Background: an optimization exercise with open tools, aiming at small area and few clock cycles. Do not read the settings as production practice.
Function was checked by simulation only, so behaviour that the tests miss may differ from the original.
Power figures rest on the tool's default switching activity, not on a simulated workload.

north:
// connect4_engine
module connect4_engine (
	input         clk,
	input         reset,         
	input         active,        
	input  [2:0]  coluna_in,     
	input  [1:0]  player_in,     
	output reg [1:0] response,   
	input         rden_vga,      
	input  [5:0]  addr_vga,      
	output reg    ready_vga,
	output [13:0] data_vga
);
Settings: LEC_CHECK=0, ABC_AREA=1, CAP_MARGIN=5, CORE_MARGIN=2, CORE_UTILIZATION=60, PLACE_DENSITY=0.7, SLEW_MARGIN=5; clock period 10.0 ns.
standard.sh (not shown) runs the stock make flow with config.mk's settings and CLKGATE_MAP_FILE= SYNTH_SCRIPT=/design/flow/synth_recipe.tcl, a recipe that flattens the netlist after the stock synthesis.
==> flow/flow/run.sh <==
#!/bin/bash
# Layout: the standard flow (standard.sh), with
#  - synthesis mapped by the ABC script in abc_own.script (synth_own.tcl is
#    synth_recipe.tcl with only the ABC script replaced),
#  - the ports buffered with the smallest buffer,
#  - a clock tree of few sink clusters and no dummy loads.
# Each tool's log is in orfs/logs/; make's output is in standard.log.
set -euo pipefail
work=$(pwd)
bash standard.sh \
	"SYNTH_SCRIPT=$work/flow/synth_own.tcl" \
	"BUFFER_PORTS_ARGS=-buffer_cell sky130_fd_sc_hd__buf_1" \
	"CTS_ARGS=-buf_list sky130_fd_sc_hd__clkbuf_8 -root_buf sky130_fd_sc_hd__clkbuf_8 -repair_clock_nets -dont_use_dummy_load" \
	finish > "$work/standard.log" 2>&1
==> flow/flow/abc_own.script <==
strash
balance -l
 resub -K 6 -l
 rewrite -l
 resub -K 6 -N 2 -l
 refactor -l
 resub -K 8 -l
 balance -l
 resub -K 8 -N 2 -l
 rewrite -l
 resub -K 10 -l
 rewrite -z -l
 resub -K 10 -N 2 -l
 balance -l
 resub -K 12 -l
 refactor -z -l
 resub -K 12 -N 2 -l
 rewrite -z -l
 balance -l
balance -l
 resub -K 6 -l
 rewrite -l
 resub -K 6 -N 2 -l
 refactor -l
 resub -K 8 -l
 balance -l
 resub -K 8 -N 2 -l
 rewrite -l
 resub -K 10 -l
 rewrite -z -l
 resub -K 10 -N 2 -l
 balance -l
 resub -K 12 -l
 refactor -z -l
 resub -K 12 -N 2 -l
 rewrite -z -l
 balance -l
balance -l
 resub -K 6 -l
 rewrite -l
 resub -K 6 -N 2 -l
 refactor -l
 resub -K 8 -l
 balance -l
 resub -K 8 -N 2 -l
 rewrite -l
 resub -K 10 -l
 rewrite -z -l
 resub -K 10 -N 2 -l
 balance -l
 resub -K 12 -l
 refactor -z -l
 resub -K 12 -N 2 -l
 rewrite -z -l
 balance -l
&get -n
&dch -f
&put
amap -A 1000 -F 1000
==> flow/flow/synth_own.tcl <==
# The standard synthesis (synth_recipe.tcl), with ABC's mapping script
# replaced by flow/abc_own.script: the steps before and after ABC, and so the
# registers and their names, are the standard synthesis's.
proc synth {args} { yosys synth -nofsm -noshare {*}$args }
set own_abc [file join [file dirname [file normalize [info script]]] abc_own.script]
set f [open $::env(SCRIPTS_DIR)/synth.tcl]
set synth_text [read $f]
close $f
set from {log_cmd abc {*}$abc_args}
if { [string first $from $synth_text] < 0 } { error "synth.tcl has no ABC call to replace" }
set synth_text [string map [list $from {log_cmd abc {*}[lreplace $abc_args 1 1 $own_abc]}] $synth_text]
eval $synth_text
# left out here: clear keep_hierarchy, flatten, clean up, hide names made inside functions, write 1_2_yosys.v
Testbench counts of north, summed over its fixed seeds: cycles 11,028.
Changes in west relative to north:
diff --git a/flow/flow/run.sh b/flow/flow/run.sh
--- a/flow/flow/run.sh
+++ b/flow/flow/run.sh
@@ -11,4 +11,4 @@
 	"SYNTH_SCRIPT=$work/flow/synth_own.tcl" \
 	"BUFFER_PORTS_ARGS=-buffer_cell sky130_fd_sc_hd__buf_1" \
-	"CTS_ARGS=-buf_list sky130_fd_sc_hd__clkbuf_8 -root_buf sky130_fd_sc_hd__clkbuf_8 -repair_clock_nets -dont_use_dummy_load" \
+	"CTS_ARGS=-sink_clustering_enable -sink_clustering_size 30 -sink_clustering_max_diameter 200 -buf_list sky130_fd_sc_hd__clkbuf_8 -root_buf sky130_fd_sc_hd__clkbuf_8 -repair_clock_nets -dont_use_dummy_load" \
 	finish > "$work/standard.log" 2>&1
[summary]
Diff west..north | wire length | negligible. Reported for north and west, final standard cell count with taps included and fillers excluded turned out identical to the last digit. Summed area of non-filler cells in the final layout came out exactly the same in north and west.

---

The RTL this note starts from:
==> flow/design.v <==
module connect4_engine (
	input         clk,
	input         reset,         
	input         active,        
	input  [2:0]  coluna_in,     
	input  [1:0]  player_in,     
	output reg [1:0] response,   
	input         rden_vga,      
	input  [5:0]  addr_vga,      
	output reg    ready_vga,
	output [13:0] data_vga
);
	wire       p = player_in[1];
	reg        lp;               
	wire       won;
	wire       mv = active & ~won;
	wire [41:0] occ, clr;        
	wire [6:0]  full;
	genvar j, i;
	generate
		for (j = 0; j < 7; j = j + 1) begin : g_col
			reg  [6:0] col;
			wire [6:0] above;    
			assign above[6] = 1'b0;
			for (i = 0; i < 6; i = i + 1) begin : g_cell
				assign above[i] = above[i+1] | col[i+1];
				assign occ[i*7+j] = above[i];
				assign clr[i*7+j] = col[i];
			end
			assign full[j] = col[6];
			wire wr = mv & (coluna_in == j) & ~col[6];
			wire [6:0] k  = {7{wr}} & ~above;
			wire [6:0] sh = {col[5:0], 1'b0};
			always @(posedge clk) begin
				if (!reset)
					col <= 7'b0000001;
				else
					col <= (col & (~k | {7{p}})) | (~col & k & sh);
			end
		end
	endgenerate
	wire fullc = |(full & (7'd1 << coluna_in));
	always @(posedge clk) begin
		response <= mv ? (fullc ? 2'd1 : 2'd2) : 2'd0;
		if (mv)
			lp <= p;
	end
	wire [41:0] m = occ & ~(clr ^ {42{lp}});
	function f7;
		input [6:0] x;
		f7 = x[3] & ((x[1] & x[2] & (x[0] | x[4])) | (x[4] & x[5] & (x[2] | x[6])));
	endfunction
	function f6;
		input [5:0] x;
		f6 = x[2] & x[3] & ((x[0] & x[1]) | (x[1] & x[4]) | (x[4] & x[5]));
	endfunction
	function f5;
		input [4:0] x;
		f5 = x[1] & x[2] & x[3] & (x[0] | x[4]);
	endfunction
	wire [5:0] hz;
	wire [6:0] vt;
	wire [5:0] du, dd;
	generate
		for (i = 0; i < 6; i = i + 1) begin : g_h
			assign hz[i] = f7(m[i*7 +: 7]);
		end
		for (j = 0; j < 7; j = j + 1) begin : g_v
			assign vt[j] = f6({m[35+j], m[28+j], m[21+j], m[14+j], m[7+j], m[j]});
		end
	endgenerate
	assign du[0] = m[0*7+3] & m[1*7+4] & m[2*7+5] & m[3*7+6];
	assign du[1] = f5({m[4*7+6], m[3*7+5], m[2*7+4], m[1*7+3], m[0*7+2]});
	assign du[2] = f6({m[5*7+6], m[4*7+5], m[3*7+4], m[2*7+3], m[1*7+2], m[0*7+1]});
	assign du[3] = f6({m[5*7+5], m[4*7+4], m[3*7+3], m[2*7+2], m[1*7+1], m[0*7+0]});
	assign du[4] = f5({m[5*7+4], m[4*7+3], m[3*7+2], m[2*7+1], m[1*7+0]});
	assign du[5] = m[2*7+0] & m[3*7+1] & m[4*7+2] & m[5*7+3];
	assign dd[0] = m[0*7+3] & m[1*7+2] & m[2*7+1] & m[3*7+0];
	assign dd[1] = f5({m[4*7+0], m[3*7+1], m[2*7+2], m[1*7+3], m[0*7+4]});
	assign dd[2] = f6({m[5*7+0], m[4*7+1], m[3*7+2], m[2*7+3], m[1*7+4], m[0*7+5]});
	assign dd[3] = f6({m[5*7+1], m[4*7+2], m[3*7+3], m[2*7+4], m[1*7+5], m[0*7+6]});
	assign dd[4] = f5({m[5*7+2], m[4*7+3], m[3*7+4], m[2*7+5], m[1*7+6]});
	assign dd[5] = m[2*7+6] & m[3*7+5] & m[4*7+4] & m[5*7+3];
	assign won = |{hz, vt, du, dd};
	wire [5:0] a = addr_vga;
	wire [5:0] sel;
	wire [6:1] thr;
	assign sel[0] = a[5];
	assign sel[1] = a[4] & a[3];
	assign sel[2] = a[4] & ~a[3];
	assign sel[3] = a[3] & ~a[4];
	assign sel[4] = a[0] & ~(a[5] | a[4] | a[3]);
	assign sel[5] = ~(a[5] | a[4] | a[3] | a[0]);
	assign thr[1] = a[5];
	assign thr[2] = a[5] | (a[4] & a[3]);
	assign thr[3] = a[5] | a[4];
	assign thr[4] = a[5] | a[4] | a[3];
	assign thr[5] = a[5] | a[4] | a[3] | a[0];
	assign thr[6] = 1'b1;
	generate
		for (j = 0; j < 7; j = j + 1) begin : g_rd
			wire [6:0] w = g_col[j].col;
			wire oc = won | |(thr & w[6:1]);
			wire pl = (won & lp) | (|(sel & w[5:0]) & ~won);
			assign data_vga[2*j +: 2] = {oc & pl, oc & ~pl};
		end
	endgenerate
	always @(posedge clk)
		ready_vga <= rden_vga & ~ready_vga;
endmodule
Settings: LEC_CHECK=0, ABC_AREA=1, CAP_MARGIN=20, CORE_MARGIN=2, CORE_UTILIZATION=60, PLACE_DENSITY=0.7, SLEW_MARGIN=20; clock period 10.0 ns.
==> flow/flow/run.sh <==
#!/bin/bash
# Layout: the standard flow (standard.sh), with
#  - synthesis mapped by the ABC script in abc_own.script (synth_own.tcl is
#    synth_recipe.tcl with only the ABC script replaced),
#  - the ports buffered with the smallest buffer,
#  - a clock tree of few sink clusters and no dummy loads.
# Each tool's log is in orfs/logs/; make's output is in standard.log.
set -euo pipefail
work=$(pwd)
bash standard.sh \
	"SYNTH_SCRIPT=$work/flow/synth_own.tcl" \
	"BUFFER_PORTS_ARGS=-buffer_cell sky130_fd_sc_hd__buf_1" \
	"CTS_ARGS=-sink_clustering_enable -sink_clustering_size 30 -sink_clustering_max_diameter 200 -buf_list sky130_fd_sc_hd__clkbuf_8 -root_buf sky130_fd_sc_hd__clkbuf_8 -repair_clock_nets -dont_use_dummy_load" \
	finish > "$work/standard.log" 2>&1
==> flow/flow/abc_own.script <==
strash
balance -l
 resub -K 6 -l
 rewrite -l
 resub -K 6 -N 2 -l
 refactor -l
 resub -K 8 -l
 balance -l
 resub -K 8 -N 2 -l
 rewrite -l
 resub -K 10 -l
 rewrite -z -l
 resub -K 10 -N 2 -l
 balance -l
 resub -K 12 -l
 refactor -z -l
 resub -K 12 -N 2 -l
 rewrite -z -l
 balance -l
balance -l
 resub -K 6 -l
 rewrite -l
 resub -K 6 -N 2 -l
 refactor -l
 resub -K 8 -l
 balance -l
 resub -K 8 -N 2 -l
 rewrite -l
 resub -K 10 -l
 rewrite -z -l
 resub -K 10 -N 2 -l
 balance -l
 resub -K 12 -l
 refactor -z -l
 resub -K 12 -N 2 -l
 rewrite -z -l
 balance -l
balance -l
 resub -K 6 -l
 rewrite -l
 resub -K 6 -N 2 -l
 refactor -l
 resub -K 8 -l
 balance -l
 resub -K 8 -N 2 -l
 rewrite -l
 resub -K 10 -l
 rewrite -z -l
 resub -K 10 -N 2 -l
 balance -l
 resub -K 12 -l
 refactor -z -l
 resub -K 12 -N 2 -l
 rewrite -z -l
 balance -l
&get -n
&dch -f
&put
amap
Scripts as last shown in full above: flow/flow/synth_own.tcl
Testbench counts at the start, summed over its fixed seeds: cycles 11,028.
Rerun with:
- CAP_MARGIN: 20 -> 5
- SLEW_MARGIN: 20 -> 5
Effect: Clock-buffer cell count is unchanged; maximum frequency drops by a few percent; routed wire length came out lower slightly; flip-flop and latch count does not change; setup slack is worse by 0.51 ns; final area fell slightly; worst hold slack barely changes; area after synthesis is unchanged; power drops slightly; via count is higher slightly; global-route usage shrinks by 0.13 points.

---

== the reference run ==
Another version of the RTL of connect4_engine (not shown whole).
Size: roughly 570 cells after synthesis, ~53 flip-flops, about 3800 um2 of cells after synthesis.
==> flow/config.mk <==
export PLATFORM = sky130hd
export DESIGN_NAME = connect4_engine
export DESIGN_NICKNAME = connect4_engine
export VERILOG_FILES = /design/flow/design.v
export SDC_FILE = /design/flow/constraint.sdc
export NUM_CORES = 4
export LEC_CHECK = 0
export ABC_AREA = 1
export CAP_MARGIN = 20
export CORE_MARGIN = 2
export CORE_UTILIZATION = 60
export CTS_BUF_LIST = sky130_fd_sc_hd__clkbuf_4 sky130_fd_sc_hd__clkbuf_8
export PLACE_DENSITY = 0.7
export SLEW_MARGIN = 20
==> flow/constraint.sdc <==
create_clock -name core_clock -period 10.0 [get_ports {clk}]
set_input_delay 2.0000 -clock core_clock [delete_from_list [all_inputs] [get_ports {clk}]]
set_output_delay 2.0000 -clock core_clock [all_outputs]
set_load 0.01 [all_outputs]
==> flow/flow/run.sh <==
#!/bin/bash
# Layout: the standard flow (standard.sh), with synthesis mapped by the
# ABC script in abc_own.script (synth_own.tcl is synth_recipe.tcl with only the
# ABC script replaced) and the ports buffered with the smallest buffer.
# Each tool's log is in orfs/logs/; make's output is in standard.log.
set -euo pipefail
work=$(pwd)
bash standard.sh \
	"SYNTH_SCRIPT=$work/flow/synth_own.tcl" \
	"BUFFER_PORTS_ARGS=-buffer_cell sky130_fd_sc_hd__buf_1" \
	finish > "$work/standard.log" 2>&1
==> flow/flow/abc_own.script <==
strash
dch -f
amap
Scripts as last shown in full above: flow/flow/synth_own.tcl
The reference run completed every stage of the flow, and the final layout passed the timing, DRC and antenna checks.
Testbench counts of the reference run, summed over its fixed seeds: cycles 11,028.
Setup changes, the reference run to the trial run
# the reference run
export LEC_CHECK = 0
export ABC_AREA = 1
export CAP_MARGIN = 20
export CORE_MARGIN = 2
export CORE_UTILIZATION = 60
export CTS_BUF_LIST = sky130_fd_sc_hd__clkbuf_4 sky130_fd_sc_hd__clkbuf_8
export PLACE_DENSITY = 0.7
export SLEW_MARGIN = 20
create_clock -name core_clock -period 10.0 [get_ports {clk}]
# the trial run
export LEC_CHECK = 0
export ABC_AREA = 1
export CAP_MARGIN = 20
export CORE_MARGIN = 2
export CORE_UTILIZATION = 30
export PLACE_DENSITY = 0.42
export SLEW_MARGIN = 20
create_clock -name core_clock -period 10.0 [get_ports {clk}]
## What came out
- First-pass detailed-route iteration total: the trial run vs the reference run down 1
- Die area: higher on the trial run
- The tapcell count of the trial run is higher than that of the reference run.
- Reported max-cap violation count came out exactly the same in the reference run and the trial run.
- Final cell count, the reference run and the trial run: lower on the reference run
- Wire: the trial run routes more than the reference run
- met2 track demand over resource in global routing was lower in the run labelled the trial run.
- NOTE: die width in the trial run exceeds that of the reference run
- Share of the cycle needed by the critical path after routing (the trial run over the reference run): increase, 10 points

---

connect4_engine with an RTL version that a note above also has.
Size: roughly 53 flip-flops, roughly 32 I/O pins, roughly 0.0045 sq mm of cells after synthesis.
make LEC_CHECK=0 ABC_AREA=1 CAP_MARGIN=5 CORE_MARGIN=2 CORE_UTILIZATION=60 CTS_BUF_LIST=sky130_fd_sc_hd__clkbuf_8 PLACE_DENSITY=0.7 SLEW_MARGIN=5 finish   # period 10.0 ns
run.sh (not shown) runs the stock make flow with config.mk's settings and CLKGATE_MAP_FILE= SYNTH_SCRIPT=/design/flow/synth_recipe.tcl, a recipe that flattens the netlist after the stock synthesis.
Stock flow here: none of the scripts above is used.
The baseline finished clean.
Testbench counts at the start, summed over its fixed seeds: cycles 11,028.
Rerun with:
==> flow/flow/run.sh (new file) <==
#!/bin/bash
# Layout: the standard flow (standard.sh), with
#  - synthesis mapped by the ABC script in abc_own.script (synth_own.tcl is
#    synth_recipe.tcl with only the ABC script replaced),
#  - the ports buffered with the smallest buffer,
#  - a clock tree of few sink clusters and no dummy loads.
# Each tool's log is in orfs/logs/; make's output is in standard.log.
set -euo pipefail
work=$(pwd)
bash standard.sh \
	"SYNTH_SCRIPT=$work/flow/synth_own.tcl" \
	"BUFFER_PORTS_ARGS=-buffer_cell sky130_fd_sc_hd__buf_1" \
	"CTS_ARGS=-sink_clustering_enable -sink_clustering_size 30 -sink_clustering_max_diameter 200 -buf_list sky130_fd_sc_hd__clkbuf_8 -root_buf sky130_fd_sc_hd__clkbuf_8 -repair_clock_nets -dont_use_dummy_load" \
	finish > "$work/standard.log" 2>&1
==> flow/flow/abc_own.script (new file) <==
strash
balance -l
 resub -K 6 -l
 rewrite -l
 resub -K 6 -N 2 -l
 refactor -l
 resub -K 8 -l
 balance -l
 resub -K 8 -N 2 -l
 rewrite -l
 resub -K 10 -l
 rewrite -z -l
 resub -K 10 -N 2 -l
 balance -l
 resub -K 12 -l
 refactor -z -l
 resub -K 12 -N 2 -l
 rewrite -z -l
 balance -l
balance -l
 resub -K 6 -l
 rewrite -l
 resub -K 6 -N 2 -l
 refactor -l
 resub -K 8 -l
 balance -l
 resub -K 8 -N 2 -l
 rewrite -l
 resub -K 10 -l
 rewrite -z -l
 resub -K 10 -N 2 -l
 balance -l
 resub -K 12 -l
 refactor -z -l
 resub -K 12 -N 2 -l
 rewrite -z -l
 balance -l
balance -l
 resub -K 6 -l
 rewrite -l
 resub -K 6 -N 2 -l
 refactor -l
 resub -K 8 -l
 balance -l
 resub -K 8 -N 2 -l
 rewrite -l
 resub -K 10 -l
 rewrite -z -l
 resub -K 10 -N 2 -l
 balance -l
 resub -K 12 -l
 refactor -z -l
 resub -K 12 -N 2 -l
 rewrite -z -l
 balance -l
&get -n
&dch -f
&put
amap -A 1000 -F 1000
==> flow/flow/synth_own.tcl (new file) <==
# The standard synthesis (synth_recipe.tcl), with ABC's mapping script
# replaced by flow/abc_own.script: the steps before and after ABC, and so the
# registers and their names, are the standard synthesis's.
proc synth {args} { yosys synth -nofsm -noshare {*}$args }
set own_abc [file join [file dirname [file normalize [info script]]] abc_own.script]
set f [open $::env(SCRIPTS_DIR)/synth.tcl]
set synth_text [read $f]
close $f
set from {log_cmd abc {*}$abc_args}
if { [string first $from $synth_text] < 0 } { error "synth.tcl has no ABC call to replace" }
set synth_text [string map [list $from {log_cmd abc {*}[lreplace $abc_args 1 1 $own_abc]}] $synth_text]
eval $synth_text
# left out here: clear keep_hierarchy, flatten, clean up, hide names made inside functions, write 1_2_yosys.v
==> flow/standard.sh (new file) <==
#!/bin/bash
# synth_recipe.tcl (not shown) runs the flow's synth.tcl, then flattens the netlist and writes it again
# the make line also repeats each setting of config.mk as NAME=value (left out here)
make -C /OpenROAD-flow-scripts/flow DESIGN_CONFIG=/design/flow/config.mk WORK_HOME=/design/flow/orfs CLKGATE_MAP_FILE= SYNTH_SCRIPT=/design/flow/synth_recipe.tcl "${@:-finish}"
CAP_MARGIN = 0   (was 5)
CTS_BUF_LIST = not set   (was sky130_fd_sc_hd__clkbuf_8)
SLEW_MARGIN = 0   (was 5)
removed: flow/run.sh
Outcome: The new run finished clean. Die area is lower by about 19%. Sequential cell count stays the same. Wire length is lower by about 20%. Combinational power is lower by 21%. Area after synthesis is lower by 20%. Non-clock buffer count does not change. Clock skew is higher by 0.0058 ns. Global-route usage is lower by 0.18 points. Total power is lower by 15%. Cell area is lower by about 20%. Via count is lower by about 16%.

==> separate check: timing with driven ports <==
The flow's constraints put no driver on any port. The routed layouts listed below were extracted and timed again, unchanged, in two steps.
Step 1 sets driving cells, clkbuf_16 on the clock port and buf_2 on the other inputs (assumed; they add their load-dependent delay and slew).
Step 2 also shifts input and output timing later by t, the mid clock arrival at the registers, as if the neighbouring blocks saw the same clock.
Three values: ideal ports, drivers, drivers and shift; two values: the first two.
| run | t (ns) | setup slack, ns | worst slew at a driven data input, ns | pins driven straight from the clock port |
|---|---|---|---|---|
| north | 0.337 | 1.658 / 1.626 / 1.963 | 0.03 | 1 |
| west | 0.337 | 1.658 / 1.626 / 1.963 | 0.03 | 1 |
| the first run of note 2 | 0.330 | 2.457 / 2.426 / 2.487 | 0.04 | 1 |
| the second run of note 2 | 0.332 | 1.945 / 1.914 / 2.245 | 0.03 | 1 |
| the reference run | 0.340 | 3.337 / 3.309 / 3.351 | 0.03 | 1 |
| the trial run | 0.350 | 2.288 / 2.243 / 2.593 | 0.04 | 1 |
| the first run of note 4 | 0.349 | 2.099 / 2.076 / 2.076 | 0.04 | 1 |
| the second run of note 4 | 0.337 | 1.658 / 1.626 / 1.963 | 0.03 | 1 |
After both steps every run listed still meets setup and hold. For the first run of note 4, which loses most, drivers alone change the setup slack by -0.023 ns; drivers and shift together by -0.023 ns.
